What follows belongs to an exercise in optimizing a design on an open flow for small area; a production flow would make more cautious choices. Power is estimated from default activity; no workload was simulated.

Setup of rev 12:
## VGATOP
module VGATOP(
	input wire clk,reset,
	input activar_alarma,
	output wire hsync, vsync,
	output wire [11:0] rgb,
	input [7:0] hour_in1,
	input programar_on,
	input [3:0] direccion_actual_pantalla
);
function ge10;    
	input [9:0] v;
	input [9:0] k;
	integer i;
	reg gt, eq;
	begin
		gt = 1'b0; eq = 1'b1;
		for (i = 9; i >= 0; i = i - 1) begin
			gt = gt | (eq & v[i] & ~k[i]);
			eq = eq & ~(v[i] ^ k[i]);
		end
		ge10 = gt | eq;
	end
endfunction
function inr;
	input [9:0] v;
	input [9:0] lo, hi;
	inr = ge10(v, lo) & ge10(hi, v);
endfunction
reg [1:0] m;
reg [9:0] x, y;
wire hend = (x == 10'd799);
wire vend = (y == 10'd521);
reg hs_q, vs_q;
always @(posedge clk)
	if (reset) begin
		m <= 2'd0; x <= 10'd0; y <= 10'd0;
	end else begin
		m <= m + 2'd1;
		if (m == 2'd3) begin
			x <= hend ? 10'd0 : x + 10'd1;
			if (hend) y <= vend ? 10'd0 : y + 10'd1;
		end
	end
always @(posedge clk) begin
	hs_q <= inr(x, 656, 751);
	vs_q <= inr(y, 510, 511);
end
assign hsync = ~hs_q;
assign vsync = ~vs_q;
wire video = ~ge10(x, 640) & ~ge10(y, 480);
wire rowH = inr(y, 64, 127);
wire rowF = inr(y, 192, 255);
wire rowT = inr(y, 320, 383);
wire colHT = inr(x, 192, 255) | inr(x, 320, 383) | inr(x, 448, 511);
wire colF  = inr(x, 160, 223) | inr(x, 320, 383) | inr(x, 480, 543);
wire dig_on = ((rowH | rowT) & colHT) | (rowF & colF);
wire hi = rowF ? (x[5] ^ inr(x, 320, 383)) : ~x[5];
wire [3:0] nib = hi ? hour_in1[7:4] : hour_in1[3:0];
wire [7:0] dig_row;
ROM_DIGIT fdig(.nib(nib), .row(y[5:2]), .data(dig_row));
reg pb;
always @(posedge clk)
  ...
For scale: about 590 cells after synthesis, ~38 flip-flops, about 3800 um^2 of cells after synthesis.
export LEC_CHECK = 0
export CAP_MARGIN = 20
export CORE_MARGIN = 2
export CORE_UTILIZATION = 40
export CTS_BUF_LIST = sky130_fd_sc_hd__clkbuf_8
export CTS_CLUSTER_DIAMETER = 200
export CTS_CLUSTER_SIZE = 50
export GPL_TIMING_DRIVEN = 0
export SLEW_MARGIN = 20
create_clock -name core_clock -period 10.0 [get_ports {clk}]
standard.sh (not shown) runs the stock make flow with config.mk's settings and CLKGATE_MAP_FILE= SYNTH_SCRIPT=/design/flow/synth_recipe.tcl, a recipe that flattens the netlist after the stock synthesis.
==> flow/flow/run.sh <==
#!/bin/bash
# Own layout flow: the standard flow, except that synthesis maps the logic
# with an area-oriented ABC script (flow/area.abc) instead of ORFS's speed script.
# Registers, their names and cell types are those of the standard synthesis.
# Ports are buffered with the smallest buffer cell.
set -euo pipefail
W=$PWD
# ORFS's synth.tcl with only its ABC call changed to run flow/area.abc
sed 's#^\(\s*\)log_cmd abc {\*}\$abc_args#\1log_cmd abc -script '"$W"'/flow/area.abc {*}[lrange $abc_args 2 end]#' \
  "$FLOW_HOME/scripts/synth.tcl" > "$W/synth_area.tcl"
grep -q 'flow/area.abc' "$W/synth_area.tcl"
sed "s#\$::env(SCRIPTS_DIR)/synth.tcl#$W/synth_area.tcl#" synth_recipe.tcl > "$W/synth_top.tcl"
grep -q 'synth_area.tcl' "$W/synth_top.tcl"
sed "s#SYNTH_SCRIPT=[^ ]*#SYNTH_SCRIPT=$W/synth_top.tcl#" standard.sh > "$W/synth_only.sh"
grep -q 'synth_top.tcl' "$W/synth_only.sh"
bash "$W/synth_only.sh" synth > "$W/synth.log" 2>&1
# port buffers: the smallest buffer cell
export BUFFER_PORTS_ARGS="-buffer_cell sky130_fd_sc_hd__buf_1"
export CTS_ARGS="-repair_clock_nets -buf_list sky130_fd_sc_hd__clkbuf_16 -root_buf sky130_fd_sc_hd__clkbuf_16 -dont_use_dummy_load"
bash standard.sh finish > "$W/layout.log" 2>&1
==> flow/flow/area.abc <==
strash
&get -n
&deepsyn -T 60
&put
dch -f
amap
topo
Relative to rev 12, the following input files were edited for rev 13:
diff --git a/flow/flow/run.sh b/flow/flow/run.sh
--- a/flow/flow/run.sh
+++ b/flow/flow/run.sh
@@ -17,4 +17,4 @@
 # port buffers: the smallest buffer cell
 export BUFFER_PORTS_ARGS="-buffer_cell sky130_fd_sc_hd__buf_1"
-export CTS_ARGS="-repair_clock_nets -buf_list sky130_fd_sc_hd__clkbuf_16 -root_buf sky130_fd_sc_hd__clkbuf_16 -dont_use_dummy_load"
+export CTS_ARGS="-sink_clustering_enable -repair_clock_nets -sink_clustering_size 50 -sink_clustering_max_diameter 500 -buf_list sky130_fd_sc_hd__clkbuf_8 -root_buf sky130_fd_sc_hd__clkbuf_8 -dont_use_dummy_load"
 bash standard.sh finish > "$W/layout.log" 2>&1
[summary]
Any difference in global-route usage over all layers between rev 13 and rev 12 is small enough to ignore.
Proportion of layout cells with a drive suffix above 1: rev 13 vs rev 12 identical
Routed wire length for rev 13 is lower than for rev 12.
In the tables for rev 12 and rev 13, area growth from synthesis to final layout reads higher with rev 12.
Cmp rev 12 and rev 13 / utilization / lower: rev 13
Internal power consumption on rev 13 is ahead of rev 12.
Met1 usage essentially unchanged between rev 12 and rev 13.
Function was not checked in any run of this note: the RTL went through the layout flow alone.

* * *

Setup of P:
Starting RTL as in the previous note.
export LEC_CHECK = 0
export CAP_MARGIN = 20
export CORE_MARGIN = 2
export CORE_UTILIZATION = 40
export CTS_BUF_LIST = sky130_fd_sc_hd__clkbuf_8
export CTS_CLUSTER_DIAMETER = 200
export CTS_CLUSTER_SIZE = 50
export GPL_TIMING_DRIVEN = 0
export SLEW_MARGIN = 20
create_clock -name core_clock -period 10.0 [get_ports {clk}]
==> flow/flow/run.sh <==
#!/bin/bash
# Own layout flow: the standard flow, except that synthesis maps the logic
# with an area-oriented ABC script (flow/area.abc) instead of ORFS's speed script.
# Registers, their names and cell types are those of the standard synthesis.
# Ports are buffered with the smallest buffer cell.
set -euo pipefail
W=$PWD
# ORFS's synth.tcl with only its ABC call changed to run flow/area.abc
sed 's#^\(\s*\)log_cmd abc {\*}\$abc_args#\1log_cmd abc -script '"$W"'/flow/area.abc {*}[lrange $abc_args 2 end]#' \
  "$FLOW_HOME/scripts/synth.tcl" > "$W/synth_area.tcl"
grep -q 'flow/area.abc' "$W/synth_area.tcl"
sed "s#\$::env(SCRIPTS_DIR)/synth.tcl#$W/synth_area.tcl#" synth_recipe.tcl > "$W/synth_top.tcl"
grep -q 'synth_area.tcl' "$W/synth_top.tcl"
sed "s#SYNTH_SCRIPT=[^ ]*#SYNTH_SCRIPT=$W/synth_top.tcl#" standard.sh > "$W/synth_only.sh"
grep -q 'synth_top.tcl' "$W/synth_only.sh"
bash "$W/synth_only.sh" synth > "$W/synth.log" 2>&1
# port buffers: the smallest buffer cell
export BUFFER_PORTS_ARGS="-buffer_cell sky130_fd_sc_hd__buf_1"
export CTS_ARGS="-sink_clustering_enable -repair_clock_nets -sink_clustering_size 50 -sink_clustering_max_diameter 500 -buf_list sky130_fd_sc_hd__clkbuf_8 -root_buf sky130_fd_sc_hd__clkbuf_8 -dont_use_dummy_load -sink_buffer_max_cap_derate 1.0"
bash standard.sh finish > "$W/layout.log" 2>&1
Scripts as last shown in full above: flow/flow/area.abc
Here is what was changed in the inputs of Q compared with P.
-- flow/flow/run.sh --
<<< P, line 17
# port buffers: the smallest buffer cell
export BUFFER_PORTS_ARGS="-buffer_cell sky130_fd_sc_hd__buf_1"
export CTS_ARGS="-sink_clustering_enable -repair_clock_nets -sink_clustering_size 50 -sink_clustering_max_diameter 500 -buf_list sky130_fd_sc_hd__clkbuf_8 -root_buf sky130_fd_sc_hd__clkbuf_8 -dont_use_dummy_load -sink_buffer_max_cap_derate 1.0"
bash standard.sh finish > "$W/layout.log" 2>&1
>>> Q, line 17
# port buffers: the smallest buffer cell
export BUFFER_PORTS_ARGS="-buffer_cell sky130_fd_sc_hd__buf_1"
export CTS_ARGS="-sink_clustering_enable -repair_clock_nets -sink_clustering_size 50 -sink_clustering_max_diameter 500 -buf_list sky130_fd_sc_hd__clkbuf_16 -root_buf sky130_fd_sc_hd__clkbuf_16 -dont_use_dummy_load -sink_buffer_max_cap_derate 1.0"
bash standard.sh finish > "$W/layout.log" 2>&1
--- outcome ---
Each of the runs, namely Q and P, reached the end of the flow and came out clean. Summary of the comparison: clock share of power is higher in Q, relative to P. In Q, the data required time of the critical path came out 0.02 ns below the value in P. On Q: sum of internal, switching and leakage power is 17% higher than what P gave. From P to Q the numbers moved as follows: number of sinks driven by the clock tree held steady; final area grew by 56 um^2; power share of the combinational group shrank by 1.1 points.
Function was not checked in any run of this note: the RTL went through the layout flow alone.

-- static timing again, ports no longer ideal --
In the flow no input, the clock included, has a driving cell. The finished layouts below were timed again as built, in two steps.
Step 1 (the two cells are an assumption about what drives the block):
set clk [get_ports {clk}]
set_driving_cell -lib_cell sky130_fd_sc_hd__clkbuf_16 $clk
set_driving_cell -lib_cell sky130_fd_sc_hd__buf_2 [delete_from_list [all_inputs] $clk]
Step 2 moves the port delays by t, midway between the first and last clock arrival at a register: inputs arrive t later, outputs are due t later. That takes back most of the time a late clock gives input paths.
Slacks: ideal / step 1 / step 2; pairs: ideal / step 1.
run | t, ns | slack for setup (ns) | slew at the worst register clock pin (ns) | worst data-port slew with drivers (ns)
rev 12 | 0.317 | 5.179 / 5.179 / 5.179 | 0.06 / 0.06 | 0.03
rev 13 | 0.327 | 5.147 / 5.147 / 5.147 | 0.09 / 0.09 | 0.03
P | 0.327 | 5.147 / 5.147 / 5.147 | 0.09 / 0.09 | 0.03
Q | 0.317 | 5.179 / 5.179 / 5.179 | 0.06 / 0.06 | 0.03
After both steps every run listed still meets setup and hold.
